What follows belongs to an exercise in optimizing a design on an open flow for small area and a short achievable clock period; a production flow would make more cautious choices. The RTL was checked by simulation tests, not by an equivalence proof against the original design. Power is estimated from default activity; no workload was simulated.

## flow/design.v (module list and top-level ports; edited modules follow where they fit)
// module FP16_mcl: 1226 lines
module FP16_mcl(
    input [15:0] data1,
    input [15:0] data2,
    input rst,
    input input_valid,
    input clk,
    output reg [15:0] datanew,
    output reg output_update
    );
  // ...
==> flow/flow/run.sh <==
#!/bin/bash
# The standard layout, with the port buffers made from the smallest buffer cell.
bash standard.sh 'BUFFER_PORTS_ARGS=-buffer_cell sky130_fd_sc_hd__buf_1' finish > standard.log 2>&1
==> flow/standard.sh <==
#!/bin/bash
# synth_recipe.tcl (not shown) runs the flow's synth.tcl, then flattens the netlist and writes it again
# the make line also repeats each setting of config.mk as NAME=value (left out here)
make -C /OpenROAD-flow-scripts/flow DESIGN_CONFIG=/design/flow/config.mk WORK_HOME=/design/flow/orfs CLKGATE_MAP_FILE= SYNTH_SCRIPT=/design/flow/synth_recipe.tcl "${@:-finish}"
==> flow/config.mk <==
export PLATFORM = sky130hd
export DESIGN_NAME = FP16_mcl
export DESIGN_NICKNAME = FP16_mcl
export VERILOG_FILES = /design/flow/design.v
export SDC_FILE = /design/flow/constraint.sdc
export NUM_CORES = 4
export LEC_CHECK = 0
export ABC_AREA = 1
export CAP_MARGIN = 20
export CORE_MARGIN = 2
export CORE_UTILIZATION = 60
export CTS_BUF_LIST = sky130_fd_sc_hd__clkbuf_8
export CTS_CLUSTER_SIZE = 24
export SETUP_SLACK_MARGIN = 3.4
export SLEW_MARGIN = 20
==> flow/constraint.sdc <==
create_clock -name core_clock -period 5.5 [get_ports {clk}]
set_input_delay 1.1000 -clock core_clock [delete_from_list [all_inputs] [get_ports {clk}]]
set_output_delay 1.1000 -clock core_clock [all_outputs]
set_load 0.01 [all_outputs]
==> summary.md, run 1 <==
| Metric | Value |
|---|---|
| Vias per cell | `5.15` |
| Placed Cells | `1117` |
| Synth top area share | `about 43%` |
| Final Power | `4.76 mW` |
| Buffering overhead | `under 10%` |
| Crit path launch type | `flop` |
| Slowest-stage cell, CP | `dfxtp_2` |
| Syn_nets | `1033` |
| Worst EP arrival | `between 0.9 and 1 ns` |
| CP peak stage delay | `0.36 ns` |
| Port buffer count | `just over 50` |
| VDD IR max | `around 0.28 mV` |
| Yosys warnings | `1` |
| Sequential cell count | `183` |
| Clk power | `926 uW` |
| Starting density of the core | `60.8%` |
| Worst R2R Setup Slack | `approximately 3.5 ns` |
| Worst hold slack | `0.339 ns` |
| CTS sink count | `approximately 180` |
| Number of I/O pins | `52` |
| Wl on met1 | `7170 um` |
| Count leader, synth | `dfxtp_1` |
| Crit Reg-Reg Startpoint | `fs_1_15_16_r2$_DFF_P_` |
| DRC viols | `0` |
| Clock H-tree levels | `4` |
| Status | `no timing/DRC/antenna violations` |
| Placement Setup Slack | `3.13 ns` |
==> run 2, diff against run 1 <==
--- a/flow/design.v
+++ b/flow/design.v
@@ -48,17 +48,16 @@
     wire G6;
     wire G7;
     wire G8;
     wire G9;
     wire P1;
     wire P10;
     wire P11;
     wire P12;
-    wire P13;
     wire P14;
     wire P15;
     wire P16;
     wire P17;
     wire P18;
     wire P19;
     wire P2;
     wire P20;
@@ -524,32 +523,20 @@
     reg fc_1_17_18_r2;
     reg hc_1_18_3_r2;
     reg fs_1_20_19_r2;
     reg n_bm5_11_c21_r2;
     reg fc_1_20_19_r2;
     reg bp0_0_r2;
     reg neg0_r2;
     reg bp0_1_r2;
-    reg bp0_1_r3;
-    reg g0_r3;
-    reg p0_r3;
-    reg fs_2_3_20_r3;
     reg fs_1_2_0_r2;
-    reg fs_1_2_0_r3;
-    reg g5_r3;
-    reg p5_r3;
-    reg g4_r3;
-    reg p4_r3;
-    reg g7_r3;
-    reg p7_r3;
-    reg g6_r3;
-    reg p6_r3;
     reg g8_r3;
     reg p8_r3;
+    reg G12_r3;
     reg ug13_r3;
     reg up13_r3;
     reg ug12_r3;
     reg up12_r3;
     reg ug15_r3;
     reg up15_r3;
     reg ug14_r3;
     reg up14_r3;
@@ -584,49 +571,26 @@
     reg es2_r3;
     reg es1_r2;
     reg es1_r3;
     reg es0_r2;
     reg es0_r3;
     reg sg0_r1;
     reg sg0_r2;
     reg sg0_r3;
-    assign inf0 = (&data1[14:10]) | (&data2[14:10]);
-    assign zero0 = ~(|data1[14:0]) | ~(|data2[14:0]);
+    assign inf0 = (&{data1[14], data1[13], data1[12], data1[11], data1[10]}) | (&{data2[14], data2[13], data2[12], data2[11], data2[10]});
+    assign zero0 = ~(|{data1[14], data1[13], data1[12], data1[11], data1[10], data1[9], data1[8], data1[7], data1[6], data1[5], data1[4], data1[3], data1[2], data1[1], data1[0]}) | ~(|{data2[14], data2[13], data2[12], data2[11], data2[10], data2[9], data2[8], data2[7], data2[6], data2[5], data2[4], data2[3], data2[2], data2[1], data2[0]});
     assign es0 = inf0_r1 | (~zero0_r1 & ((data1_10_r1 ^ data2_10_r1)));
     assign es1 = inf0_r1 | (~zero0_r1 & ((data1_11_r1 ^ data2_11_r1) ^ (((data1_10_r1 & data2_10_r1)))));
     assign es2 = inf0_r1 | (~zero0_r1 & ((data1_12_r1 ^ data2_12_r1) ^ (((data1_11_r1 ^ data2_11_r1) & (data1_10_r1 & data2_10_r1)) | ((data1_11_r1 & data2_11_r1)))));
     assign es3 = inf0_r1 | (~zero0_r1 & ((data1_13_r1 ^ data2_13_r1) ^ (((data1_11_r1 ^ data2_11_r1) & (data1_12_r1 ^ data2_12_r1) & (data1_10_r1 & data2_10_r1)) | ((data1_12_r1 ^ data2_12_r1) & (data1_11_r1 & data2_11_r1)) | ((data1_12_r1 & data2_12_r1)))));
     assign es4 = inf0_r1 | (~zero0_r1 & ((data1_14_r1 ^ data2_14_r1) ^ (((data1_11_r1 ^ data2_11_r1) & (data1_12_r1 ^ data2_12_r1) & (data1_13_r1 ^ data2_13_r1) & (data1_10_r1 & data2_10_r1)) | ((data1_12_r1 ^ data2_12_r1) & (data1_13_r1 ^ data2_13_r1) & (data1_11_r1 & data2_11_r1)) | ((data1_13_r1 ^ data2_13_r1) & (data1_12_r1 & data2_12_r1)) | ((data1_13_r1 & data2_13_r1)))));
     assign es5 = inf0_r1 | (~zero0_r1 & ((((data1_11_r1 ^ data2_11_r1) & (data1_12_r1 ^ data2_12_r1) & (data1_13_r1 ^ data2_13_r1) & (data1_14_r1 ^ data2_14_r1) & (data1_10_r1 & data2_10_r1)) | ((data1_12_r1 ^ data2_12_r1) & (data1_13_r1 ^ data2_13_r1) & (data1_14_r1 ^ data2_14_r1) & (data1_11_r1 & data2_11_r1)) | ((data1_13_r1 ^ data2_13_r1) & (data1_14_r1 ^ data2_14_r1) & (data1_12_r1 & data2_12_r1)) | ((data1_14_r1 ^ data2_14_r1) & (data1_13_r1 & data2_13_r1)) | ((data1_14_r1 & data2_14_r1)))));
     assign sg0 = data1[15] ^ data2[15];
-    wire [10:0] t1, t2;
-    assign t1[0] = 1'b1;
-    assign t1[1] = ~(|data1[0:0]);
-    assign t1[2] = ~(|data1[1:0]);
-    assign t1[3] = ~(|data1[2:0]);
-    assign t1[4] = ~(|data1[3:0]);
-    assign t1[5] = ~(|data1[4:0]);
-    assign t1[6] = ~(|data1[5:0]);
-    assign t1[7] = ~(|data1[6:0]);
-    assign t1[8] = ~(|data1[7:0]);
-    assign t1[9] = ~(|data1[8:0]);
-    assign t1[10] = ~(|data1[9:0]);
-    assign t2[0] = 1'b1;
-    assign t2[1] = ~(|data2[0:0]);
-    assign t2[2] = ~(|data2[1:0]);
-    assign t2[3] = ~(|data2[2:0]);
-    assign t2[4] = ~(|data2[3:0]);
-    assign t2[5] = ~(|data2[4:0]);
-    assign t2[6] = ~(|data2[5:0]);
-    assign t2[7] = ~(|data2[6:0]);
-    assign t2[8] = ~(|data2[7:0]);
-    assign t2[9] = ~(|data2[8:0]);
-    assign t2[10] = ~(|data2[9:0]);
-    assign z9_0 = (t1[0] & t2[9]) | (t1[1] & t2[8]) | (t1[2] & t2[7]) | (t1[3] & t2[6]) | (t1[4] & t2[5]) | (t1[5] & t2[4]) | (t1[6] & t2[3]) | (t1[7] & t2[2]) | (t1[8] & t2[1]) | (t1[9] & t2[0]);
+    assign z9_0 = (1'b1 & ~(|{data2[8], data2[7], data2[6], data2[5], data2[4], data2[3], data2[2], data2[1], data2[0]})) | (~(|{data1[0]}) & ~(|{data2[7], data2[6], data2[5], data2[4], data2[3], data2[2], data2[1], data2[0]})) | (~(|{data1[1], data1[0]}) & ~(|{data2[6], data2[5], data2[4], data2[3], data2[2], data2[1], data2[0]})) | (~(|{data1[2], data1[1], data1[0]}) & ~(|{data2[5], data2[4], data2[3], data2[2], data2[1], data2[0]})) | (~(|{data1[3], data1[2], data1[1], data1[0]}) & ~(|{data2[4], data2[3], data2[2], data2[1], data2[0]})) | (~(|{data1[4], data1[3], data1[2], data1[1], data1[0]}) & ~(|{data2[3], data2[2], data2[1], data2[0]})) | (~(|{data1[5], data1[4], data1[3], data1[2], data1[1], data1[0]}) & ~(|{data2[2], data2[1], data2[0]})) | (~(|{data1[6], data1[5], data1[4], data1[3], data1[2], data1[1], data1[0]}) & ~(|{data2[1], data2[0]})) | (~(|{data1[7], data1[6], data1[5], data1[4], data1[3], data1[2], data1[1], data1[0]}) & ~(|{data2[0]})) | (~(|{data1[8], data1[7], data1[6], data1[5], data1[4], data1[3], data1[2], data1[1], data1[0]}) & 1'b1);
     assign neg0 = data2[1] & ~(data2[0] & 1'b0);
     assign one0 = data2[0] ^ 1'b0;
     assign two0 = (data2[1] & ~data2[0] & ~1'b0) | (~data2[1] & data2[0] & 1'b0);
     assign bp0_0 = ((one0_r1 & data1_0_r1)) ^ neg0_r1;
     assign bp0_1 = ((one0_r1 & data1_1_r1) | (two0_r1 & data1_0_r1)) ^ neg0_r1;
     assign bp0_2 = ((one0_r1 & data1_2_r1) | (two0_r1 & data1_1_r1)) ^ neg0_r1;
     assign bp0_3 = ((one0_r1 & data1_3_r1) | (two0_r1 & data1_2_r1)) ^ neg0_r1;
     assign bp0_4 = ((one0_r1 & data1_4_r1) | (two0_r1 & data1_3_r1)) ^ neg0_r1;
@@ -865,41 +829,40 @@
     assign g18 = fs_3_18_43 & fc_3_17_42;
     assign p18 = fs_3_18_43 ^ fc_3_17_42;
     assign g19 = fs_3_19_44 & fc_3_18_43;
     assign p19 = fs_3_19_44 ^ fc_3_18_43;
     assign g20 = hs_3_20_9 & fc_3_19_44;
     assign p20 = hs_3_20_9 ^ fc_3_19_44;
     assign g21 = hs_3_21_10 & hc_3_20_9;
     assign p21 = hs_3_21_10 ^ hc_3_20_9;
-    assign G1 = bp0_1_r3 & g0_r3;
-    assign P1 = bp0_1_r3 & p0_r3;
-    assign P2 = fs_2_3_20_r3 & fs_1_2_0_r3;
-    assign G3 = g5_r3 | (p5_r3 & g4_r3);
-    assign P3 = p5_r3 & p4_r3;
-    assign G4 = g7_r3 | (p7_r3 & g6_r3);
-    assign P4 = p7_r3 & p6_r3;
-    assign G5 = fs_1_2_0_r3 & G1;
-    assign P5 = fs_1_2_0_r3 & P1;
+    assign G1 = bp0_1_r2 & g0;
+    assign P1 = bp0_1_r2 & p0;
+    assign P2 = fs_2_3_20 & fs_1_2_0_r2;
+    assign G3 = g5 | (p5 & g4);
+    assign P3 = p5 & p4;
+    assign G4 = g7 | (p7 & g6);
+    assign P4 = p7 & p6;
+    assign G5 = fs_1_2_0_r2 & G1;
+    assign P5 = fs_1_2_0_r2 & P1;
     assign G6 = P2 & G1;
     assign P6 = P2 & P1;
-    assign G7 = g6_r3 | (p6_r3 & G3);
-    assign P7 = p6_r3 & P3;
+    assign G7 = g6 | (p6 & G3);
+    assign P7 = p6 & P3;
     assign G8 = G4 | (P4 & G3);
     assign P8 = P4 & P3;
-    assign G9 = g4_r3 | (p4_r3 & G6);
-    assign P9 = p4_r3 & P6;
+    assign G9 = g4 | (p4 & G6);
+    assign P9 = p4 & P6;
     assign G10 = G3 | (P3 & G6);
     assign P10 = P3 & P6;
     assign G11 = G7 | (P7 & G6);
     assign P11 = P7 & P6;
     assign G12 = G8 | (P8 & G6);
     assign P12 = P8 & P6;
-    assign G13 = g8_r3 | (p8_r3 & G12);
-    assign P13 = p8_r3 & P12;
+    assign G13 = g8_r3 | (p8_r3 & G12_r3);
     assign hrs11 = fs_3_11_36 ^ fc_3_10_35;
     assign hrc12 = fs_3_11_36 & fc_3_10_35;
     assign hrs12 = fs_3_12_37 ^ fc_3_11_36;
     assign hrc13 = fs_3_12_37 & fc_3_11_36;
     assign hrs13 = fs_3_13_38 ^ fc_3_12_37;
     assign hrc14 = fs_3_13_38 & fc_3_12_37;
     assign hrs14 = fs_3_14_39 ^ fc_3_13_38;
     assign hrc15 = fs_3_14_39 & fc_3_13_38;
@@ -1156,32 +1119,20 @@
         fc_1_17_18_r2 <= fc_1_17_18;
         hc_1_18_3_r2 <= hc_1_18_3;
         fs_1_20_19_r2 <= fs_1_20_19;
         n_bm5_11_c21_r2 <= n_bm5_11_c21;
         fc_1_20_19_r2 <= fc_1_20_19;
         bp0_0_r2 <= bp0_0;
         neg0_r2 <= neg0_r1;
         bp0_1_r2 <= bp0_1;
-        bp0_1_r3 <= bp0_1_r2;
-        g0_r3 <= g0;
-        p0_r3 <= p0;
-        fs_2_3_20_r3 <= fs_2_3_20;
         fs_1_2_0_r2 <= fs_1_2_0;
-        fs_1_2_0_r3 <= fs_1_2_0_r2;
-        g5_r3 <= g5;
-        p5_r3 <= p5;
-        g4_r3 <= g4;
-        p4_r3 <= p4;
-        g7_r3 <= g7;
-        p7_r3 <= p7;
-        g6_r3 <= g6;
-        p6_r3 <= p6;
         g8_r3 <= g8;
         p8_r3 <= p8;
+        G12_r3 <= G12;
         ug13_r3 <= ug13;
         up13_r3 <= up13;
         ug12_r3 <= ug12;
         up12_r3 <= up12;
         ug15_r3 <= ug15;
         up15_r3 <= up15;
         ug14_r3 <= ug14;
         up14_r3 <= up14;
==> flow/config.mk (replaced) <==
export PLATFORM = sky130hd
export DESIGN_NAME = FP16_mcl
export DESIGN_NICKNAME = FP16_mcl
export VERILOG_FILES = /design/flow/design.v
export SDC_FILE = /design/flow/constraint.sdc
export NUM_CORES = 4
export LEC_CHECK = 0
export ABC_AREA = 1
export CAP_MARGIN = 20
export CORE_MARGIN = 2
export CORE_UTILIZATION = 60
export CTS_BUF_LIST = sky130_fd_sc_hd__clkbuf_4 sky130_fd_sc_hd__clkbuf_8
export SETUP_SLACK_MARGIN = 3.5
export SLEW_MARGIN = 20
==> summary.md, run 2 <==
| Metric | Value |
|---|---|
| Status | `no timing/DRC/antenna violations` |
| Yosys warnings | `1 (unchanged)` |
| Setup TNS | `0 ns` |
| Initial antenna violation count | `0` |
| Final setup viols | `0` |
| Multi-input logic area | `4140 sq um` |
| Top area cells in the synthesized netlist | `dfxtp_1, fa_1, ha_1, xor2_1, nand2_1` |
| Fin area | `9000 sq um` |
| Final ANT Viol Nets | `0` |
| Static Leak | `approximately 4.3 nW` |
| Most common cell after layout, fill and taps aside | `dfxtp_1` |
| Buffer type at the clock tree root | `clkbuf_8` |
| Max Clock Freq | `487 MHz` |
| Grt ovf | `0` |
| Register Area | `3490 sq um` |
| Hold WC Path Type | `reg2reg` |
| Critical-path cell list | `clkbuf_2` |
| Crit path max-delay family | `flip-flops` |
| CTS buffer count | `17` |
| Dpl cell area | `8470 sq um` |
| Layout cells sized above 1 | `11.5%` |
| Worst Setup End Kind | `output port` |
| Min-Delay Path Depth | `0` |
| Avg Inst Size Synth | `9.34 sq um` |
| First-pass GRT wire length | `26300 um` |
| Clock slew at reported path FFs | `0.10 ns` |
| Largest regs | `datanew: 16 flops, vld: 3 flops` |
| Max reg flops | `16` |
| Reg2Reg Depth | `4` |
| Synthesized instance count | `871` |
| Clock H-tree levels | `4 (unchanged)` |
| Port buffer count | `51 (unchanged)` |
| Wire per inst | `14.4 um` |
| Crit path launch type | `flop` |
| Crit Reg-Reg Startpoint | `fc_1_12_10_r2$_DFF_P_` |
| Post-route setup slack | `3.45 ns` |
| Hold Fails Final Rpt | `0` |
| #FFs+latches synth | `172` |
| Die span in y | `120 um` |
| Number of I/O pins | `52 (unchanged)` |
| Area grow syn2layout | `10.6%` |
| RSZ-0062 raised after global routing | `yes` |
| Hold-fix buffers, CTS | `0` |
| Max Transition Viols Final | `0` |
| Placement Setup Slack | `3.27 ns (+0.144 ns)` |
| Fillers | `1113` |
| Reg2reg end | `up13_r3$_DFF_P_` |
| Row count | `42` |
| Largest net degree at the start of global routing | `22` |
| CTS tree | `yes` |
| Slowest-stage cell, CP | `dfrtp_1` |
| Hold_sp | `sg0_r2$_DFF_P_` |
| Sequential cell area fraction in the yosys report | `a little over two fifths` |
| CP peak stage delay | `0.37 ns (about the same)` |
| Count leader, synth | `dfxtp_1` |
| Die area | `between 10000 and 15000 sq um` |
| Worst EP arrival | `0.95 ns (about the same)` |
| Starting density of the core | `61.4% (+0.65 points)` |
| Most flops, register | `datanew` |
| ANT cells | `0` |
| GRT Util Overall | `23.2%` |
| Final GP Congestion | `0.908` |
| HPWL after DPL | `12300 um` |
| CTS sink count | `172 (-6.0%)` |
| Setup Crit Path Kind | `reg2out` |
| WP buf/inv | `1` |
| Prevailing post-synth register cell | `dfxtp_1` |
| Final period utilization | `37.3%` |
| Worst-margin pin slew | `0.847 ns` |
| Final Power | `4.60 mW (-3.3%)` |
| Post-synth EDFFs | `0` |
| Vias per cell | `5.17 (+0.50%)` |
| Placeable Area | `13200 sq um` |
| Worst hold slack | `0.326 ns (-0.0130 ns)` |
| Post-route insts no fill | `approximately 1100` |
| Post-layout util | `68.0%` |
| Worst-Skew Late Latency | `about 0.47 ns` |
| Slew HR | `43.4%` |
| DRC viols | `0 (unchanged)` |
| Syn_nets | `1002 (-3.0%)` |
| Hold Path End | `sg0_r3$_DFF_P_` |
| Area leader, netlist | `dfxtp_1` |
| Commonest non-fill, non-tap cells in the layout | `dfxtp_1, nand2_1, inv_1` |
| Async SR Flop Fraction | `2.33%` |
| Clk_skew | `0.0122 ns` |
| Crit-path max FO | `1` |
| Commonest cells in the netlist | `dfxtp_1, nand2_1, inv_1` |
| Vias in the first global route | `5623` |
| Die X-Extent | `120 um` |
| P per Cell Area | `512 nW/um^2` |
| Routed Wire Length | `roughly 16000 um` |
| Final min period | `2.05 ns` |
| VDD IR max | `0.207 mV (-27%)` |
| Placed Cells | `1081 (-3.2%)` |
| Post-synthesis cell type count | `43` |
| # Max-Cap Violations | `0` |
| Synth top area share | `41.3% (-1.6 points)` |
| Mapped Area | `8130 sq um` |
| Worst R2R Setup Slack | `3.51 ns (+0.04 ns)` |
| Initial DRC count | `341` |
| Crit path required time | `~4.4 ns` |
| Clk buf depth | `2` |
| Pre-antenna DRT Iters | `5` |
| Via count | `~5800` |
| Nets | `roughly 1100` |
run 2: cell count changes after synthesis, moves of 2 or more:
cell      previous run  this run
nand2_1            172       147
nand3_1             50        38
nor2_1              41        29
o21ai_0             29        41
dfxtp_1            179       168
xor2_1              66        70
nand3_2              3         6
a21boi_0             0         2
a21o_1               2         0
a31oi_1              0         2
inv_1              117       119
nor4_1               3         1
o21a_1               1         3
run 2: how the worst max path moves through the flow:
stage                                  from                 end  slack (ns)  cells past startpoint
floorplan             fs_1_12_10_r2$_DFF_P_     up12_r3$_DFF_P_        3.54                      4
global placement                   data2[1]     z9_0_r1$_DFF_P_        3.31                     10
detailed placement                 data2[1]     z9_0_r1$_DFF_P_        3.27                     10
CTS                 output_update$_DFF_PP0_       output_update        3.41                      1
global route          fs_3_10_35_r3$_DFF_P_  datanew[3]$_DFF_P_        3.40                     16
finish              output_update$_DFF_PP0_       output_update        3.45                      1
run 2: layout make-up:
class / instances / share of cell area, %
multi-input cells: 550 / 46.1
flip-flops and latches: 172 / 38.8
inverters: 131 / 5.46
repair buffers: 54 / 2.96
clock buffers: 17 / 2.60
well taps: 176 / 2.45
clock inverters: 15 / 1.70
run 2: power by group:
group          switching (mW)  total [mW]  internal (mW)
sequential              0.215        1.82           1.60
clock                   0.509       0.845          0.336
combinational            1.15        1.94          0.793
run 2: timing repair:
item,CTS,global route
gates cloned,0,0
setup buffers,0,2
pin swaps,10,10
resized for setup,31,30
setup endpoints to repair,24,38
run 2: routing by layer:
layer / routed length [um] / GRT usage, % / up-vias
li1: - / - / 2903
met1: 7470 / 30.7 / 2639
met2: 7380 / 36.9 / 185
met3: 799 / 4.81 / 40
met4: 367 / 10.0 / 0
met5: 0 / 0 / -
run 2: cell families (layout without fill, tap and decap cells):
family,after synthesis,in the layout,share of synthesized area (%)
xor+xnor,74,74,7.97
compound gates,130,130,9.37
fa+ha+maj,96,96,18.9
simple gates,250,250,14.0
buf+inv,149,217,7.12
flops,172,172,42.6
==> run 3, diff against run 2 <==
--- a/flow/config.mk
+++ b/flow/config.mk
@@ -11,4 +11,4 @@
 export CORE_UTILIZATION = 60
 export CTS_BUF_LIST = sky130_fd_sc_hd__clkbuf_4 sky130_fd_sc_hd__clkbuf_8
-export SETUP_SLACK_MARGIN = 3.5
+export SETUP_SLACK_MARGIN = 3.3
 export SLEW_MARGIN = 20
==> summary.md, run 3 <==
| Metric | Value |
|---|---|
| Status | `no timing/DRC/antenna violations` |
| Buffer type at the clock tree root | `clkbuf_8` |
| Mapped Area | `8130 sq um (unchanged)` |
| Crit Reg-Reg Startpoint | `fc_3_9_34_r3$_DFF_P_` |
| Hold Path End | `sg0_r3$_DFF_P_` |
| Setup TNS | `0 ns (unchanged)` |
| Count leader, synth | `dfxtp_1` |
| Commonest cells in the netlist | `dfxtp_1, nand2_1, inv_1` |
| CTS buffer count | `17 (unchanged)` |
| Fraction of synthesized area in multiplexers | `0% (unchanged)` |
| Row count | `42 (unchanged)` |
| Pre-antenna DRT Iters | `6 (+1)` |
| Crit path required time | `4.40 ns (about the same)` |
| Max Transition Viols Final | `0 (unchanged)` |
| Hold WC Path Type | `reg2reg` |
| Initial antenna violation count | `0 (unchanged)` |
| Sequential cell area fraction in the yosys report | `42.6% (unchanged)` |
| Worst EP arrival | `0.97 ns (+0.02 ns)` |
| Number of I/O pins | `52 (unchanged)` |
| Initial DRC count | `350 (+2.6%)` |
| Yosys warnings | `1 (unchanged)` |
| Slew HR | `42.9% (-0.57 points)` |
| Largest net degree at the start of global routing | `22 (unchanged)` |
| Layout cells sized above 1 | `6.83% (-4.7 points)` |
| Most common cell after layout, fill and taps aside | `dfxtp_1` |
| Post-route setup slack | `3.43 ns (-0.0156 ns)` |
| Clk buf depth | `2 (unchanged)` |
| Area leader, netlist | `dfxtp_1` |
| Gr busiest metal | `met2` |
| HPWL after DPL | `12300 um (unchanged)` |
| First-pass GRT wire length | `26200 um (-0.45%)` |
| Nets | `1055 (-0.19%)` |
| Xor/xnor share of the synthesized area | `7.97% (unchanged)` |
| Max Clock Freq | `483 MHz (-0.75%)` |
| M2 GR Usage | `36.8% (-0.18 points)` |
| Met3 Usage GRT | `4.81% (unchanged)` |
| Final ANT Viol Nets | `0 (unchanged)` |
| Final Power | `4.50 mW (-2.3%)` |
| Setup Buffers After CTS | `0 (unchanged)` |
| Syn_nets | `1002 (unchanged)` |
| Placeable Area | `13200 sq um (unchanged)` |
| Grt ovf | `0 (unchanged)` |
| Port buffer count | `51 (unchanged)` |
| Area grow syn2layout | `8.98%` |
| CTS sink count | `172 (unchanged)` |
| CTS tree | `yes` |
| ANT cells | `0 (unchanged)` |
| GRT Util Overall | `23.1% (-0.10 points)` |
| Crit path max-delay family | `flip-flops` |
| Synthesized instance count | `871 (unchanged)` |
| VDD IR max | `0.207 mV (about the same)` |
| Wire per inst | `14.3 um (-0.38%)` |
| Most flops, register | `datanew` |
| Starting density of the core | `61.4% (unchanged)` |
| Reg2Reg Depth | `14 (+10)` |
| Largest family of logic cells by synthesized area | `adder cells` |
| Post-Synth Adder-Cell Area | `18.9% (unchanged)` |
| Max reg flops | `16 (unchanged)` |
| Clk_skew | `0.0115 ns (-0.000667 ns)` |
| CP peak stage delay | `0.33 ns (-0.04 ns)` |
| Clock slew at reported path FFs | `0.10 ns (about the same)` |
| Final setup viols | `0 (unchanged)` |
| Final GP Congestion | `0.908 (unchanged)` |
| Largest regs | `datanew: 16 flops, vld: 3 flops` |
| P per Cell Area | `507 nW/um^2 (-0.83%)` |
| Setup Crit Path Kind | `reg2out` |
| Commonest non-fill, non-tap cells in the layout | `dfxtp_1, nand2_1, inv_1` |
| Die X-Extent | `120 um (unchanged)` |
| RSZ-0062 raised after global routing | `yes` |
| Vias in the first global route | `5580 (-0.76%)` |
| Final min period | `2.07 ns (+0.0156 ns)` |
| Simple-Gate Fraction of Synth Area | `14.0% (unchanged)` |
| Crit-path max FO | `1 (unchanged)` |
| #FFs+latches synth | `172 (unchanged)` |
| Critical-path cell list | `buf_1` |
| Async SR Flop Fraction | `2.33% (unchanged)` |
| Prevailing post-synth register cell | `dfxtp_1` |
| Top area cells in the synthesized netlist | `dfxtp_1, fa_1, ha_1, xor2_1, nand2_1` |
| Worst-Skew Late Latency | `0.46 ns (about the same)` |
| Placement Setup Slack | `3.27 ns (unchanged)` |
| Hold_sp | `sg0_r2$_DFF_P_` |
| Final period utilization | `37.6% (+0.28 points)` |
| Hold Fails Final Rpt | `0 (unchanged)` |
| Vias per cell | `5.17 (about the same)` |
| Die area | `14500 sq um (unchanged)` |
| Worst R2R Setup Slack | `3.46 ns (-0.05 ns)` |
| Via count | `5756 (-0.19%)` |
| Avg Inst Size Synth | `9.34 sq um (unchanged)` |
| Min-Delay Path Depth | `0 (unchanged)` |
| Crit path launch type | `flop` |
| Worst-margin pin slew | `0.856 ns (+0.00851 ns)` |
| Synth top area share | `41.3% (unchanged)` |
| Die span in y | `120 um (unchanged)` |
| Worst Setup End Kind | `output port` |
| Synth Area in Compound Gates | `9.37% (unchanged)` |
| M1 GR Usage | `30.7% (-0.062 points)` |
| WP buf/inv | `1 (unchanged)` |
| DRC viols | `0 (unchanged)` |
| # Max-Cap Violations | `0 (unchanged)` |
| Reg2reg end | `datanew[3]$_DFF_P_` |
| Slowest-stage cell, CP | `dfxtp_1` |
| Post-synth EDFFs | `0 (unchanged)` |
| Clock H-tree levels | `4 (unchanged)` |
| Post-synthesis cell type count | `43 (unchanged)` |
| Routed Wire Length | `15900 um (-0.56%)` |
| Static Leak | `4.25 nW (-1.6%)` |
run 3: routing by layer:
layer / vias to the layer above / wire (um) / part of all wire [%]
met3: 31 / 826 / 5.2
met1: 2651 / 7410 / 47
met4: 0 / 341 / 2.1
met2: 182 / 7350 / 46
met5: - / 0 / 0
li1: 2892 / - / -
run 3: kinds of logic after synthesis:
logic type	count (synthesis)
AND/OR/NAND/NOR	250
XOR/XNOR	74
buffers and inverters	149
AO/OA/AOI/OAI	130
adder cells (fa/ha/maj)	96
flip-flops	172
run 3: worst max path at each step:
stage	startpoint	endpoint	slack (ns)	depth (start not counted)
floorplan	fs_1_12_10_r2$_DFF_P_	up12_r3$_DFF_P_	3.54	4
global placement	data2[1]	z9_0_r1$_DFF_P_	3.31	10
detailed placement	data2[1]	z9_0_r1$_DFF_P_	3.27	10
CTS	datanew[0]$_DFF_P_	datanew[0]	3.38	1
global route	fc_3_9_34_r3$_DFF_P_	datanew[3]$_DFF_P_	3.25	14
finish	datanew[0]$_DFF_P_	datanew[0]	3.43	1
run 3: metrics by stage:
| step | cell area, sq um | util, % | instances | hold slack [ns] |
|---|---|---|---|---|
| 5_1_grt | 8860 | 66.9 | 1113 | 0.349 |
| 2_1_floorplan | 8130 | - | 871 | 0.310 |
| 4_1_cts | 8850 | 66.8 | 1113 | 0.331 |
| 3_3_place_gp | 8470 | 63.9 | 1081 | 0.311 |
| 6_report | 8860 | 66.9 | 1113 | 0.326 |
| 3_5_place_dp | 8470 | 63.9 | 1081 | 0.313 |
run 3: area by class of cell:
type | count | area, sq um
Fill cell | 1125 | 4380
Multi-Input combinational cell | 550 | 4100
Sequential cell | 172 | 3460
Inverter | 131 | 492
Clock buffer | 17 | 234
Tap cell | 176 | 220
Timing Repair Buffer | 52 | 199
Clock inverter | 15 | 153
run 3: timing repair:
action	4_1_cts	5_1_grt
setup endpoints to repair	0	2
hold endpoints to repair	0	0
gates resized for setup	0	4
hold buffers	0	0
run 3: report_power, final:
| part | internal (mW) | leakage, nW | switching, mW |
|---|---|---|---|
| sequential | 1.59 | 1.46 | 0.201 |
| combinational | 0.730 | 2.59 | 1.13 |
| clock | 0.336 | 0.199 | 0.509 |
| total | 2.66 | 4.25 | 1.84 |
==> run 4, diff against run 3 <==
--- a/flow/config.mk
+++ b/flow/config.mk
@@ -11,4 +11,4 @@
 export CORE_UTILIZATION = 60
 export CTS_BUF_LIST = sky130_fd_sc_hd__clkbuf_4 sky130_fd_sc_hd__clkbuf_8
-export SETUP_SLACK_MARGIN = 3.3
+export SETUP_SLACK_MARGIN = 3.4
 export SLEW_MARGIN = 20
==> summary.md, run 4 <==
| Metric | Value |
|---|---|
| Max reg flops | `16 (unchanged)` |
| P per Cell Area | `508 nW/um^2 (+0.17%)` |
| GRT Util Overall | `23.1% (unchanged)` |
| Area grow syn2layout | `9.32%` |
| Grt ovf | `0 (unchanged)` |
| Clock H-tree levels | `4 (unchanged)` |
| First-pass GRT wire length | `26200 um (unchanged)` |
| Starting density of the core | `61.4% (unchanged)` |
| Worst hold slack | `0.326 ns (-0.000450 ns)` |
| Post-synthesis cell type count | `43 (unchanged)` |
| Crit path max-delay family | `flip-flops` |
| Status | `no timing/DRC/antenna violations` |
| Worst R2R Setup Slack | `3.47 ns (about the same)` |
| ANT cells | `0 (unchanged)` |
| Final Power | `4.52 mW (+0.48%)` |
| Hold_sp | `sg0_r2$_DFF_P_` |
| Layout cells sized above 1 | `7.57% (+0.74 points)` |
| Top area cells in the synthesized netlist | `dfxtp_1, fa_1, ha_1, xor2_1, nand2_1` |
| Slowest-stage cell, CP | `dfrtp_1` |
| Worst-Skew Late Latency | `0.46 ns (about the same)` |
| VDD IR max | `0.206 mV (about the same)` |
| Syn_nets | `1002 (unchanged)` |
| RSZ-0062 raised after global routing | `yes` |
| Yosys warnings | `1 (unchanged)` |
| Via count | `5771 (+0.26%)` |
| Commonest cells in the netlist | `dfxtp_1, nand2_1, inv_1` |
| Slew HR | `42.7% (-0.22 points)` |
| Routed Wire Length | `15900 um (about the same)` |
| Final ANT Viol Nets | `0 (unchanged)` |
| Placeable Area | `13200 sq um (unchanged)` |
| Pre-antenna DRT Iters | `6 (unchanged)` |
| Port buffer count | `51 (unchanged)` |
| Internal power | `2.67 mW (+0.53%)` |
| Worst EP arrival | `0.95 ns (-0.02 ns)` |
| CP peak stage delay | `0.37 ns (+0.04 ns)` |
| # Max-Cap Violations | `0 (unchanged)` |
| Buffer type at the clock tree root | `clkbuf_8` |
| Largest family of logic cells by synthesized area | `adder cells` |
| Synth top area share | `41.3% (unchanged)` |
| Mapped Area | `8130 sq um (unchanged)` |
| Worst-margin pin slew | `0.859 ns (+0.00334 ns)` |
| Max Transition Viols Final | `0 (unchanged)` |
| Simple-Gate Fraction of Synth Area | `14.0% (unchanged)` |
| CTS buffer count | `17 (unchanged)` |
| Avg Inst Size Synth | `9.34 sq um (unchanged)` |
| Nets | `1056 (+0.095%)` |
| Wire per inst | `14.3 um (-0.18%)` |
| Reg2Reg Depth | `4 (-10)` |
| CTS sink count | `172 (unchanged)` |
| Combinational share of power | `41.6% (+0.2 points)` |
| Final min period | `2.05 ns (-0.0200 ns)` |
| Largest net degree at the start of global routing | `22 (unchanged)` |
| Post-synth EDFFs | `0 (unchanged)` |
| Clk_skew | `0.0105 ns (-0.00101 ns)` |
| Reg2reg end | `up13_r3$_DFF_P_` |
| Sw Ratio | `40.9% (about the same)` |
| Count leader, synth | `dfxtp_1` |
| Most flops, register | `datanew` |
| Setup Crit Path Kind | `reg2out` |
| Crit-path max FO | `1 (unchanged)` |
| Worst Setup End Kind | `output port` |
| Clk buf depth | `2 (unchanged)` |
| Power share of the clock group | `18.7% (about the same)` |
| Sequential cell area fraction in the yosys report | `42.6% (unchanged)` |
| Final GP Congestion | `0.908 (unchanged)` |
| HPWL after DPL | `12300 um (unchanged)` |
| Synthesized instance count | `871 (unchanged)` |
| Die area | `14500 sq um (unchanged)` |
| Async SR Flop Fraction | `2.33% (unchanged)` |
| DRC viols | `0 (unchanged)` |
| Largest regs | `datanew: 16 flops, vld: 3 flops` |
| Commonest non-fill, non-tap cells in the layout | `dfxtp_1, nand2_1, inv_1` |
| Setup TNS | `0 ns (unchanged)` |
| Final setup viols | `0 (unchanged)` |
| Static Leak | `4.27 nW (+0.38%)` |
| Die X-Extent | `120 um (unchanged)` |
| Fraction of synthesized area in multiplexers | `0% (unchanged)` |
| Post-Synth Adder-Cell Area | `18.9% (unchanged)` |
| Max Clock Freq | `488 MHz (+0.98%)` |
| Initial DRC count | `355 (+1.4%)` |
| Die span in y | `120 um (unchanged)` |
| CTS tree | `yes` |
| Clock slew at reported path FFs | `0.10 ns (about the same)` |
| WP buf/inv | `1 (unchanged)` |
| Sequential share of power | `39.7% (about the same)` |
| Area leader, netlist | `dfxtp_1` |
| Row count | `42 (unchanged)` |
| Crit Reg-Reg Startpoint | `fs_1_13_12_r2$_DFF_P_` |
| Synth Area in Compound Gates | `9.37% (unchanged)` |
| Hold Fails Final Rpt | `0 (unchanged)` |
| Psw | `1.85 mW (+0.40%)` |
| #FFs+latches synth | `172 (unchanged)` |
| Vias per cell | `5.18 (+0.17%)` |
| Initial antenna violation count | `0 (unchanged)` |
| Hold WC Path Type | `reg2reg` |
| Min-Delay Path Depth | `0 (unchanged)` |
| Vias in the first global route | `5580 (unchanged)` |
| Crit path launch type | `flop` |
| Crit path required time | `4.40 ns (about the same)` |
| Xor/xnor share of the synthesized area | `7.97% (unchanged)` |
| Critical-path cell list | `clkbuf_2` |
| Most common cell after layout, fill and taps aside | `dfxtp_1` |
| Number of I/O pins | `52 (unchanged)` |
| Prevailing post-synth register cell | `dfxtp_1` |
| Final period utilization | `37.3% (-0.36 points)` |
| Hold Path End | `sg0_r3$_DFF_P_` |
| Post-layout util | `67.1% (+0.21 points)` |
[run 4: power by group through the flow]
stage	Sequential (mW)	Clock (mW)	Combinational (mW)
global placement	1.81	0	1.80
detailed placement	1.82	0	1.86
floorplan	1.79	0	1.41
global route	1.83	0.914	2.20
CTS	1.79	0.868	1.89
finish	1.79	0.845	1.88
[run 4: what timing repair did]
| action | in CTS | in global routing |
|---|---|---|
| endpoints found under the setup margin | 1 | 8 |
| pin swaps | 0 | 5 |
| setup buffers | 0 | 1 |
| hold buffers | 0 | 0 |
| resized for setup | 1 | 11 |
[run 4: cell type report]
| type | instances | area (sq um) |
|---|---|---|
| fill | 1129 | 4350 |
| multi-input combinational | 550 | 4120 |
| sequential | 172 | 3470 |
| inverter | 131 | 492 |
| clock buffer | 17 | 234 |
| tap | 176 | 220 |
| timing repair buffer | 53 | 210 |
| clock inverter | 15 | 153 |
[run 4: cells by family (layout without fill, tap and decap cells)]
kind of cell	after synthesis	count (layout)
AND/OR/NAND/NOR	250	250
flip-flops	172	172
buffers and inverters	149	216
AO/OA/AOI/OAI	130	130
adder cells (fa/ha/maj)	96	96
XOR/XNOR	74	74
[run 4: per-layer routing]
metal / global-route usage, % / part of all wire (%) / routed length, um
met5: 0 / 0 / 0
met3: 4.81 / 4.7 / 753
met2: 36.8 / 46 / 7320
met1: 30.7 / 47 / 7500
met4: 9.81 / 2.1 / 337
[run 4: how the worst max path moves through the flow]
stage / startpoint / end / slack [ns] / cells past startpoint
global placement: data2[1] / z9_0_r1$_DFF_P_ / 3.31 / 10
detailed placement: data2[1] / z9_0_r1$_DFF_P_ / 3.27 / 10
CTS: datanew[4]$_DFF_P_ / datanew[4] / 3.41 / 1
finish: output_update$_DFF_PP0_ / output_update / 3.45 / 1
floorplan: fs_1_12_10_r2$_DFF_P_ / up12_r3$_DFF_P_ / 3.54 / 4
global route: fc_3_9_34_r3$_DFF_P_ / datanew[3]$_DFF_P_ / 3.30 / 14
[run 4: through the flow]
| step | setup slack (ns) | std cells | instance area (sq um) |
|---|---|---|---|
| detailed placement | 3.27 | 1081 | 8470 |
| finish | 3.45 | 1114 | 8890 |
| global placement | 3.31 | 1081 | 8470 |
| CTS | 3.41 | 1113 | 8850 |
| floorplan | 3.54 | 871 | 8130 |
| global route | 3.30 | 1114 | 8890 |
==> run 5, diff against run 4 <==
--- a/flow/config.mk
+++ b/flow/config.mk
@@ -11,4 +11,5 @@
 export CORE_UTILIZATION = 60
 export CTS_BUF_LIST = sky130_fd_sc_hd__clkbuf_4 sky130_fd_sc_hd__clkbuf_8
+export PLACE_DENSITY = 0.8
 export SETUP_SLACK_MARGIN = 3.4
 export SLEW_MARGIN = 20
==> summary.md, run 5 <==
| Metric | Value |
|---|---|
| CTS tree | `yes` |
| Starting density of the core | `61.4% (unchanged)` |
| Dpl cell area | `8470 sq um (unchanged)` |
| #FFs+latches synth | `172 (unchanged)` |
| Via count | `5874 (+1.8%)` |
| Die area | `14500 sq um (unchanged)` |
| Commonest non-fill, non-tap cells in the layout | `dfxtp_1, nand2_1, inv_1` |
| Combinational share of power | `40.3% (-1.3 points)` |
| Layout cells sized above 1 | `8.00% (+0.43 points)` |
| Final GP Congestion | `0.895 (-1.5%)` |
| Most flops, register | `datanew` |
| Syn_nets | `1002 (unchanged)` |
| Status | `no timing/DRC/antenna violations` |
| Post-layout util | `67.9% (+0.74 points)` |
| RSZ-0062 raised after global routing | `yes` |
| Top area cells in the synthesized netlist | `dfxtp_1, fa_1, ha_1, xor2_1, nand2_1` |
| Sequential cell area fraction in the yosys report | `42.6% (unchanged)` |
| # Max-Cap Violations | `0 (unchanged)` |
| Grt ovf | `0 (unchanged)` |
| Static Leak | `4.31 nW (+0.98%)` |
| Placeable Area | `13200 sq um (unchanged)` |
| ANT cells | `0 (unchanged)` |
| First-pass GRT wire length | `26700 um (+1.9%)` |
| Crit path launch type | `flop` |
| Sequential share of power | `37.9% (-1.8 points)` |
| Final ANT Viol Nets | `0 (unchanged)` |
| Worst Setup End Kind | `flop` |
| Nets | `1056 (unchanged)` |
| Min-Delay Path Depth | `0 (unchanged)` |
| Reg2Reg Depth | `4 (unchanged)` |
| Pre-antenna DRT Iters | `6 (unchanged)` |
| Final setup viols | `0 (unchanged)` |
| Row count | `42 (unchanged)` |
| Crit-path max FO | `1 (unchanged)` |
| Hold-fix buffers, CTS | `0 (unchanged)` |
| Power share of the clock group | `21.8% (+3.1 points)` |
| Max Clock Freq | `490 MHz (+0.45%)` |
| GRT Util Overall | `23.5% (+0.37 points)` |
| CTS buffer count | `17 (unchanged)` |
| Max Transition Viols Final | `0 (unchanged)` |
| CTS sink count | `172 (unchanged)` |
| Post-synth EDFFs | `0 (unchanged)` |
| Sw Ratio | `38.6% (-2.3 points)` |
| Largest regs | `datanew: 16 flops, vld: 3 flops` |
| Most common cell after layout, fill and taps aside | `dfxtp_1` |
| Area leader, netlist | `dfxtp_1` |
| Clock H-tree levels | `4 (unchanged)` |
| Avg Inst Size Synth | `9.34 sq um (unchanged)` |
| Synthesized instance count | `871 (unchanged)` |
| Worst EP arrival | `2.40 ns (+1.45 ns)` |
| Fillers | `1020 (-9.7%)` |
| Die X-Extent | `120 um (unchanged)` |
| Clk buf depth | `2 (unchanged)` |
| Hold WC Path Type | `reg2reg` |
| Psw | `1.84 mW (-0.61%)` |
| Vias in the first global route | `5633 (+0.95%)` |
| Wire per inst | `14.3 um (+0.19%)` |
| Final min period | `2.04 ns (-0.00920 ns)` |
| Port buffer count | `51 (unchanged)` |
| Hold Fails Final Rpt | `0 (unchanged)` |
| Largest net degree at the start of global routing | `22 (unchanged)` |
| Mapped Area | `8130 sq um (unchanged)` |
| Initial antenna violation count | `0 (unchanged)` |
| Area grow syn2layout | `10.5%` |
| Routed Wire Length | `15900 um (+0.19%)` |
| HPWL after DPL | `11900 um (-2.5%)` |
| Final period utilization | `37.1% (-0.17 points)` |
| Post-synthesis cell type count | `43 (unchanged)` |
| Internal power | `2.92 mW (+9.4%)` |
| Initial DRC count | `541 (+52%)` |
| Count leader, synth | `dfxtp_1` |
| VDD IR max | `0.204 mV (-1.4%)` |
| Commonest cells in the netlist | `dfxtp_1, nand2_1, inv_1` |
| Synth top area share | `41.3% (unchanged)` |
| DRC viols | `0 (unchanged)` |
| Setup Crit Path Kind | `reg2reg` |
| Clock slew at reported path FFs | `0.09 ns (about the same)` |
| Clk_skew | `0.0110 ns (+0.000446 ns)` |
| Vias per cell | `5.27 (+1.8%)` |
| Die span in y | `120 um (unchanged)` |
| Number of I/O pins | `52 (unchanged)` |
| Crit path required time | `5.86 ns (+1.46 ns)` |
| Worst-Skew Late Latency | `0.47 ns (about the same)` |
| Slew HR | `43.2% (+0.55 points)` |
| Setup TNS | `0 ns (unchanged)` |
| Async SR Flop Fraction | `2.33% (unchanged)` |
| Max reg flops | `16 (unchanged)` |
| P per Cell Area | `529 nW/um^2 (+4.2%)` |
| Yosys warnings | `1 (unchanged)` |
| Buffer type at the clock tree root | `clkbuf_8` |
| Prevailing post-synth register cell | `dfxtp_1` |
| Final Power | `4.76 mW (+5.3%)` |
| Worst-margin pin slew | `0.851 ns (-0.00828 ns)` |
| Fin area | `8990 sq um (+1.1%)` |
==> run 5: cell count changes in the layout (fill, tap and decap cells not counted), sizes merged <==
cell | before | now
clkinvlp | 0 | 1
clkinv | 20 | 16
inv | 126 | 123
bufinv | 0 | 5
buf | 51 | 52
==> run 5: final timing paths <==
| kind | startpoint | to | slack, ns |
|---|---|---|---|
| worst max-delay path | fs_1_15_16_r2$_DFF_P_ | up15_r3$_DFF_P_ | 3.46 |
| worst min-delay path | es5_r2$_DFF_P_ | es5_r3$_DFF_P_ | 0.33 |
| worst max register to register | fs_1_15_16_r2$_DFF_P_ | up15_r3$_DFF_P_ | 3.46 |
| worst min register to register | es5_r2$_DFF_P_ | es5_r3$_DFF_P_ | 0.33 |
| max in group asynchronous | rst | output_update$_DFF_PP0_ | 4.88 |
| min in group asynchronous | rst | vld[2]$_DFF_PP0_ | 0.48 |
==> run 5: critical path, stage by stage, from the launching register on <==
cell and delay [ns]:
dfxtp_1 0.33, fa_1 0.56, fa_1 0.42, ha_1 0.32
ha_1 0.30
==> run 5: through the flow <==
stage | hold WS [ns] | worst slack, ns | cells
final | 0.332 | 3.46 | 1114
after global routing | 0.338 | 3.37 | 1114
after CTS | 0.330 | 3.41 | 1113
after detailed placement | 0.313 | 3.29 | 1081
after global placement | 0.310 | 3.32 | 1081
after floorplan | 0.310 | 3.54 | 871
==> run 5: what timing repair did <==
| item | CTS | global route |
|---|---|---|
| resized for setup | 2 | 15 |
| buffers inserted | 0 | 1 |
| setup endpoints to repair | 2 | 5 |
| pin swaps | 0 | 2 |
==> run 5: layer usage <==
layer / global-route usage (%) / share of wire (%) / up-vias
met5: 0 / 0 / -
met2: 40.1 / 50 / 212
met4: 9.38 / 2.1 / 0
li1: - / - / 2897
met1: 29.3 / 43 / 2729
met3: 4.39 / 5.4 / 36
==> run 5: logic make-up (layout without fill, tap and decap cells) <==
family / Yosys count / in the layout / share of synthesized area, %
adder cells (fa/ha/maj): 96 / 96 / 18.9
buffers and inverters: 149 / 216 / 7.12
flip-flops: 172 / 172 / 42.6
XOR/XNOR: 74 / 74 / 7.97
AO/OA/AOI/OAI: 130 / 130 / 9.37
AND/OR/NAND/NOR: 250 / 250 / 14.0
==> run 5: final cells by class <==
| cell class | instances | area [sq um] | share of cell area (%) |
|---|---|---|---|
| Tap cell | 176 | 220 | 2.45 |
| Clock buffer | 18 | 248 | 2.76 |
| Multi-Input combinational cell | 550 | 4110 | 45.7 |
| Timing Repair Buffer | 53 | 210 | 2.34 |
| Inverter | 131 | 492 | 5.47 |
| Clock inverter | 14 | 234 | 2.60 |
| Sequential cell | 172 | 3470 | 38.6 |
==> run 5: power groups by stage <==
| stage | logic, mW | clock network [mW] | registers, mW |
|---|---|---|---|
| floorplan | 1.41 | 0 | 1.79 |
| global placement | 1.76 | 0 | 1.81 |
| detailed placement | 1.87 | 0 | 1.82 |
| CTS | 1.92 | 1.06 | 1.79 |
| global route | 2.23 | 1.11 | 1.83 |
| finish | 1.92 | 1.04 | 1.80 |
==> run 6, diff against run 5 <==
--- a/flow/config.mk
+++ b/flow/config.mk
@@ -11,5 +11,5 @@
 export CORE_UTILIZATION = 60
 export CTS_BUF_LIST = sky130_fd_sc_hd__clkbuf_4 sky130_fd_sc_hd__clkbuf_8
-export PLACE_DENSITY = 0.8
+export PLACE_DENSITY = 0.92
 export SETUP_SLACK_MARGIN = 3.4
 export SLEW_MARGIN = 20
==> summary.md, run 6 <==
| Metric | Value |
|---|---|
| Final setup viols | `0 (unchanged)` |
| Syn_nets | `1002 (unchanged)` |
| Setup Crit Path Kind | `reg2reg` |
| Die area | `14500 sq um (unchanged)` |
| Number of I/O pins | `52 (unchanged)` |
| Fin area | `8940 sq um (-0.60%)` |
| Worst hold slack | `0.332 ns (+0.0000200 ns)` |
| Hold WC Path Type | `reg2reg` |
| Max reg flops | `16 (unchanged)` |
| Post-route setup slack | `3.43 ns (-0.0289 ns)` |
| Buffer type at the clock tree root | `clkbuf_8` |
| #FFs+latches synth | `172 (unchanged)` |
| Row count | `42 (unchanged)` |
| Initial antenna violation count | `0 (unchanged)` |
| Clock H-tree levels | `4 (unchanged)` |
| Placeable Area | `13200 sq um (unchanged)` |
| CTS tree | `yes` |
| Hold Fails Final Rpt | `0 (unchanged)` |
| Synth top area share | `41.3% (unchanged)` |
| RSZ-0062 raised after global routing | `yes` |
| Clock slew at reported path FFs | `0.08 ns (about the same)` |
| Worst Setup End Kind | `flop` |
| Final min period | `2.07 ns (+0.0289 ns)` |
| Most common cell after layout, fill and taps aside | `dfxtp_1` |
| First-pass GRT wire length | `28300 um (+6.0%)` |
| CTS buffer count | `17 (unchanged)` |
| Die span in y | `120 um (unchanged)` |
| Area grow syn2layout | `9.86%` |
| Wire per inst | `15.8 um (+10%)` |
| ANT cells | `0 (unchanged)` |
| Nets | `1054 (-0.19%)` |
| Fillers | `963 (-5.6%)` |
| CTS sink count | `172 (unchanged)` |
| Largest regs | `datanew: 16 flops, vld: 3 flops` |
| Max Transition Viols Final | `0 (unchanged)` |
| GRT Util Overall | `25.3% (+1.8 points)` |
| Hold-fix buffers, CTS | `0 (unchanged)` |
| Crit path required time | `5.87 ns (about the same)` |
| Status | `no timing/DRC/antenna violations` |
| Setup TNS | `0 ns (unchanged)` |
| Prevailing post-synth register cell | `dfxtp_1` |
| Final Power | `4.75 mW (-0.17%)` |
| Sequential cell area fraction in the yosys report | `42.6% (unchanged)` |
| HPWL after DPL | `13100 um (+9.7%)` |
| Grt ovf | `0 (unchanged)` |
| Register Area | `3460 sq um (-0.25%)` |
| Dpl cell area | `8460 sq um (about the same)` |
| Pre-antenna DRT Iters | `6 (unchanged)` |
| Max Clock Freq | `483 MHz (-1.4%)` |
| Count leader, synth | `dfxtp_1` |
| Yosys warnings | `1 (unchanged)` |
| DRC viols | `0 (unchanged)` |
| Post-layout util | `67.5% (-0.41 points)` |
| Crit path launch type | `flop` |
| Top area cells in the synthesized netlist | `dfxtp_1, fa_1, ha_1, xor2_1, nand2_1` |
| Final ANT Viol Nets | `0 (unchanged)` |
| Area leader, netlist | `dfxtp_1` |
| Worst-margin pin slew | `0.846 ns (-0.00470 ns)` |
| Final GP Congestion | `0.960 (+7.2%)` |
| Post-route insts no fill | `1112 (-0.18%)` |
| Via count | `6056 (+3.1%)` |
| Routed Wire Length | `17600 um (+10%)` |
| Worst-Skew Late Latency | `0.48 ns (about the same)` |
| Worst EP arrival | `2.44 ns (+0.04 ns)` |
| Clk_skew | `0.0112 ns (+0.000203 ns)` |
| # Max-Cap Violations | `0 (unchanged)` |
| Synthesized instance count | `871 (unchanged)` |
| Vias per cell | `5.45 (+3.3%)` |
| Most flops, register | `datanew` |
| Initial DRC count | `556 (+2.8%)` |
| Largest net degree at the start of global routing | `22 (unchanged)` |
| Crit-path max FO | `1 (unchanged)` |
| Final period utilization | `37.6% (+0.53 points)` |
| Static Leak | `4.27 nW (-0.90%)` |
| Placed Cells | `1080 (-0.093%)` |
| Die X-Extent | `120 um (unchanged)` |
| Multi-input logic area | `4120 sq um (+0.18%)` |
| Port buffer count | `51 (unchanged)` |
| Post-synth EDFFs | `0 (unchanged)` |
| Commonest cells in the netlist | `dfxtp_1, nand2_1, inv_1` |
| Placement Setup Slack | `3.18 ns (-0.106 ns)` |
| Post-synthesis cell type count | `43 (unchanged)` |
| VDD IR max | `0.214 mV (+5.4%)` |
| Layout cells sized above 1 | `7.48% (-0.52 points)` |
| Async SR Flop Fraction | `2.33% (unchanged)` |
| Slew HR | `43.5% (+0.31 points)` |
| Vias in the first global route | `5874 (+4.3%)` |
| Commonest non-fill, non-tap cells in the layout | `dfxtp_1, nand2_1, inv_1` |
| Clk buf depth | `2 (unchanged)` |
| Mapped Area | `8130 sq um (unchanged)` |
| Starting density of the core | `61.4% (unchanged)` |
| Avg Inst Size Synth | `9.34 sq um (unchanged)` |
| P per Cell Area | `532 nW/um^2 (+0.43%)` |
## run 6: cell counts after synthesis
No cell type changed its count.
## run 6: cell type report
class / instances / area share [%]
multi-input combinational: 550 / 46.1
sequential: 172 / 38.8
inverter: 131 / 5.50
clock buffer: 18 / 2.77
tap: 176 / 2.46
timing repair buffer: 51 / 2.23
clock inverter: 14 / 2.16
## run 6: routing by layer
| metal | routed length (um) | vias to the layer above | GRT usage (%) |
|---|---|---|---|
| li1 | - | 2894 | - |
| met5 | 0 | - | 0 |
| met3 | 1030 | 69 | 6.46 |
| met2 | 9000 | 253 | 44.7 |
| met1 | 6900 | 2840 | 28.3 |
| met4 | 640 | 0 | 12.0 |
## run 6: cell families after synthesis
logic type      after synthesis  synth area share [%]
fa+ha+maj                    96                  18.9
xor+xnor                     74                  7.97
compound gates              130                  9.37
flops                       172                  42.6
buf+inv                     149                  7.12
simple gates                250                  14.0
## run 6: critical path: stages (launching register included)
cell and delay [ns]:
dfxtp_1 0.33, fa_1 0.58, fa_1 0.45, ha_1 0.32, ha_1 0.29
## run 6: final timing paths
check                                      start                      end  slack, ns  cells past startpoint
min                               sg0_r2$_DFF_P_           sg0_r3$_DFF_P_       0.33                      0
max in group asynchronous                    rst         vld[1]$_DFF_PP0_       4.90                      2
max reg2reg                fs_1_13_12_r2$_DFF_P_          up13_r3$_DFF_P_       3.43                      4
max                        fs_1_13_12_r2$_DFF_P_          up13_r3$_DFF_P_       3.43                      4
min in group asynchronous                    rst  output_update$_DFF_PP0_       0.46                      2
min reg2reg                       sg0_r2$_DFF_P_           sg0_r3$_DFF_P_       0.33                      0
## run 6: power breakdown
group / internal [mW] / switching [mW] / total, mW / leakage [nW]
registers: 1.59 / 0.217 / 1.81 / 1.46
clock network: 0.506 / 0.457 / 0.964 / 0.204
logic: 0.786 / 1.20 / 1.98 / 2.61
total: 2.88 / 1.87 / 4.75 / 4.27
## run 6: repair_timing
item	in CTS	in global routing
pin swaps	0	3
setup buffers	0	0
gates resized for setup	4	9
setup endpoints to repair	17	14
cloned	0	0
==> run 7, diff against run 6 <==
--- a/flow/config.mk
+++ b/flow/config.mk
@@ -11,5 +11,5 @@
 export CORE_UTILIZATION = 60
 export CTS_BUF_LIST = sky130_fd_sc_hd__clkbuf_4 sky130_fd_sc_hd__clkbuf_8
-export PLACE_DENSITY = 0.92
+export CTS_CLUSTER_DIAMETER = 20
 export SETUP_SLACK_MARGIN = 3.4
 export SLEW_MARGIN = 20
==> summary.md, run 7 <==
| Metric | Value |
|---|---|
| Status | `no timing/DRC/antenna violations` |
| Async SR Flop Fraction | `2.33% (unchanged)` |
| Final ANT Viol Nets | `0 (unchanged)` |
| Commonest non-fill, non-tap cells in the layout | `dfxtp_1, nand2_1, inv_1` |
| P per Cell Area | `508 nW/um^2 (-4.4%)` |
| Row count | `42 (unchanged)` |
| #FFs+latches synth | `172 (unchanged)` |
| Sequential share of power | `39.7% (+1.7 points)` |
| Initial antenna violation count | `0 (unchanged)` |
| Final min period | `2.05 ns (-0.0197 ns)` |
| Slew HR | `42.7% (-0.87 points)` |
| Layout cells sized above 1 | `7.57% (+0.091 points)` |
| Crit path launch type | `flop` |
| Yosys warnings | `1 (unchanged)` |
| Sw Ratio | `40.9% (+1.6 points)` |
| Die span in y | `120 um (unchanged)` |
| Vias per cell | `5.18 (-4.9%)` |
| Die X-Extent | `120 um (unchanged)` |
| Fin area | `8890 sq um (-0.49%)` |
| CP peak stage delay | `0.37 ns (-0.21 ns)` |
| Placeable Area | `13200 sq um (unchanged)` |
| Max Clock Freq | `488 MHz (+0.96%)` |
| Slowest-stage cell, CP | `dfrtp_1` |
| Clk_skew | `0.0105 ns (-0.000649 ns)` |
| Die area | `14500 sq um (unchanged)` |
| CTS buffer count | `17 (unchanged)` |
| Largest regs | `datanew: 16 flops, vld: 3 flops` |
| Critical-path cell list | `clkbuf_2` |
| Simple-Gate Fraction of Synth Area | `14.0% (unchanged)` |
| HPWL after DPL | `12300 um (-6.5%)` |
| Count leader, synth | `dfxtp_1` |
| Xor/xnor share of the synthesized area | `7.97% (unchanged)` |
| Multi-input logic area | `4120 sq um (about the same)` |
| Mapped Area | `8130 sq um (unchanged)` |
| DRC viols | `0 (unchanged)` |
| Clk buf depth | `2 (unchanged)` |
| Top area cells in the synthesized netlist | `dfxtp_1, fa_1, ha_1, xor2_1, nand2_1` |
| Final period utilization | `37.3% (-0.36 points)` |
| Top sig layer | `met4` |
| Starting density of the core | `61.4% (unchanged)` |
| Area leader, netlist | `dfxtp_1` |
| Area grow syn2layout | `9.32%` |
| Post-synth EDFFs | `0 (unchanged)` |
| Prevailing post-synth register cell | `dfxtp_1` |
| WP buf/inv | `1 (+1)` |
| Worst EP arrival | `0.95 ns (-1.49 ns)` |
| Fillers | `1129 (+17%)` |
| Worst-margin pin slew | `0.859 ns (+0.0130 ns)` |
| Vias in the first global route | `5580 (-5.0%)` |
| Wl on met1 | `7500 um (+8.7%)` |
| Most common cell after layout, fill and taps aside | `dfxtp_1` |
| Worst Setup End Kind | `output port` |
| Worst-Skew Late Latency | `0.46 ns (-0.02 ns)` |
| Max reg flops | `16 (unchanged)` |
| Met2 WL post-DR | `7320 um (-19%)` |
| Buffer type at the clock tree root | `clkbuf_8` |
| Internal power | `2.67 mW (-7.3%)` |
| Largest family of logic cells by synthesized area | `adder cells` |
| Pre-antenna DRT Iters | `6 (unchanged)` |
| Wire per inst | `14.3 um (-9.6%)` |
| Final setup viols | `0 (unchanged)` |
| Crit-path max FO | `1 (unchanged)` |
| Post-synthesis cell type count | `43 (unchanged)` |
| Avg Inst Size Synth | `9.34 sq um (unchanged)` |
| Initial DRC count | `355 (-36%)` |
| Setup Crit Path Kind | `reg2out` |
| Largest net degree at the start of global routing | `22 (unchanged)` |
| Port buffer count | `51 (unchanged)` |
| Most flops, register | `datanew` |
| ANT cells | `0 (unchanged)` |
| Setup TNS | `0 ns (unchanged)` |
| RSZ-0062 raised after global routing | `yes` |
| Crit path max-delay family | `flip-flops` |
| Post-Synth Adder-Cell Area | `18.9% (unchanged)` |
| Register Area | `3470 sq um (about the same)` |
| Crit path required time | `4.40 ns (-1.47 ns)` |
| Static Leak | `4.27 nW (about the same)` |
| Synthesized instance count | `871 (unchanged)` |
| Number of I/O pins | `52 (unchanged)` |
| Fraction of synthesized area in multiplexers | `0% (unchanged)` |
| Final GP Congestion | `0.908 (-5.4%)` |
| Synth Area in Compound Gates | `9.37% (unchanged)` |
| VDD IR max | `0.206 mV (-3.8%)` |
| GRT Util Overall | `23.1% (-2.2 points)` |
| CTS tree | `yes` |
| Clock H-tree levels | `4 (unchanged)` |
| Nets | `1056 (+0.19%)` |
| Via count | `5771 (-4.7%)` |
| Hold Fails Final Rpt | `0 (unchanged)` |
| Dpl cell area | `8470 sq um (about the same)` |
| Syn_nets | `1002 (unchanged)` |
| Clock slew at reported path FFs | `0.10 ns (+0.02 ns)` |
| Power share of the clock group | `18.7% (-1.6 points)` |
| Routed Wire Length | `15900 um (-9.4%)` |
| Hold WC Path Type | `reg2reg` |
| Grt ovf | `0 (unchanged)` |
| Commonest cells in the netlist | `dfxtp_1, nand2_1, inv_1` |
| Routed wl met3 | `753 um (-27%)` |
| # Max-Cap Violations | `0 (unchanged)` |
| Psw | `1.85 mW (-1.1%)` |
| Combinational share of power | `41.6% (about the same)` |
| Hold-fix buffers, CTS | `0 (unchanged)` |
| Synth top area share | `41.3% (unchanged)` |
| Max Transition Viols Final | `0 (unchanged)` |
| CTS sink count | `172 (unchanged)` |
| Sequential cell area fraction in the yosys report | `42.6% (unchanged)` |
| First-pass GRT wire length | `26200 um (-7.4%)` |
## run 7: cell count changes in the layout (fill, tap and decap cells not counted), sizes merged
cell / change
clkbuf: -2
clkinvlp: -6
clkinv: +6
buf: +3
bufinv: -4
inv: +5
## run 7: power groups by stage
| stage | logic (mW) | registers, mW | clock network (mW) |
|---|---|---|---|
| 5_1_grt | 2.20 | 1.83 | 0.914 |
| 3_5_place_dp | 1.86 | 1.82 | 0 |
| 6_report | 1.88 | 1.79 | 0.845 |
| 3_3_place_gp | 1.80 | 1.81 | 0 |
| 2_1_floorplan | 1.41 | 1.79 | 0 |
| 4_1_cts | 1.89 | 1.79 | 0.868 |
## run 7: metrics by stage
| stage | utilization [%] | std cells | total power [mW] | setup slack (ns) | hold slack, ns |
|---|---|---|---|---|---|
| 5_1_grt | 67.1 | 1114 | 4.95 | 3.30 | 0.349 |
| 3_5_place_dp | 63.9 | 1081 | 3.68 | 3.27 | 0.313 |
| 2_1_floorplan | - | 871 | 3.20 | 3.54 | 0.310 |
| 3_3_place_gp | 63.9 | 1081 | 3.61 | 3.31 | 0.311 |
| 4_1_cts | 66.9 | 1113 | 4.54 | 3.41 | 0.331 |
| 6_report | 67.1 | 1114 | 4.52 | 3.45 | 0.326 |
## run 7: what timing repair did
item | 4_1_cts | 5_1_grt
resized for setup | 1 | 11
pin swaps | 0 | 5
setup buffers | 0 | 1
hold endpoints to repair | 0 | 0
endpoints found under the setup margin | 1 | 8
## run 7: cell type report
| class | instances | share of cell area [%] |
|---|---|---|
| clock buffer | 17 | 2.63 |
| clock inverter | 15 | 1.72 |
| inverter | 131 | 5.53 |
| multi-input combinational | 550 | 46.3 |
| sequential | 172 | 39.0 |
| tap | 176 | 2.48 |
| timing repair buffer | 53 | 2.36 |
## run 7: layer usage
| layer | vias up | GRT usage, % |
|---|---|---|
| met4 | 0 | 9.81 |
| li1 | 2898 | - |
| met3 | 31 | 4.81 |
| met1 | 2673 | 30.7 |
| met2 | 169 | 36.8 |
| met5 | - | 0 |
## run 7: path summary, 6_finish.rpt
check / startpoint / end / slack (ns) / depth (start not counted)
max reg2reg: fs_1_13_12_r2$_DFF_P_ / up13_r3$_DFF_P_ / 3.47 / 4
max in group asynchronous: rst / vld[2]$_DFF_PP0_ / 4.88 / 2
min: sg0_r2$_DFF_P_ / sg0_r3$_DFF_P_ / 0.33 / 0
max: output_update$_DFF_PP0_ / output_update / 3.45 / 1
min reg2reg: sg0_r2$_DFF_P_ / sg0_r3$_DFF_P_ / 0.33 / 0
min in group asynchronous: rst / output_update$_DFF_PP0_ / 0.47 / 2
## run 7: worst register-to-register path: stages (launching register included)
cell,delay [ns]
dfxtp_1,0.33
fa_1,0.57
fa_1,0.43
ha_1,0.32
ha_1,0.28
## run 7: cells by family after synthesis
family / after synthesis
compound gates: 130
xor+xnor: 74
fa+ha+maj: 96
buf+inv: 149
flops: 172
simple gates: 250

## separate check: timing with driven ports
No port has a modelled driver above. Below, the same layouts with a new extraction and two added sets of constraints. Step 1, drivers: a clkbuf_16 drives clk and a buf_2 each remaining input, both assumed. Step 2, shift: input delay + t, output delay - t, t = (earliest + latest rising clock arrival at the registers) / 2. This alone moves slack from input paths to output paths. Three values: ideal, step 1, step 2; two values: the first two.
run | t, ns | setup slack, ns | worst hold slack (ns) | worst register clock-pin slew, ns | cell pins on the clock port's net
run 1 | 0.489 | 3.458 / 3.421 / 3.084 | 0.339 / 0.339 / 0.339 | 0.11 / 0.11 | 1
run 2 | 0.498 | 3.447 / 3.408 / 3.235 | 0.326 / 0.326 / 0.326 | 0.10 / 0.10 | 1
run 3 | 0.497 | 3.431 / 3.392 / 3.236 | 0.326 / 0.326 / 0.326 | 0.10 / 0.10 | 1
run 4 | 0.498 | 3.451 / 3.412 / 3.222 | 0.326 / 0.326 / 0.326 | 0.10 / 0.10 | 1
run 5 | 0.499 | 3.460 / 3.427 / 3.258 | 0.332 / 0.332 / 0.332 | 0.10 / 0.10 | 1
run 6 | 0.514 | 3.432 / 3.409 / 3.223 | 0.332 / 0.332 / 0.332 | 0.09 / 0.09 | 1
run 7 | 0.498 | 3.451 / 3.412 / 3.222 | 0.326 / 0.326 / 0.326 | 0.10 / 0.10 | 1
After both steps setup and hold are still met in every run listed. The setup slack of run 1, which loses most, moves by -0.037 ns with the drivers and by -0.374 ns with both steps.
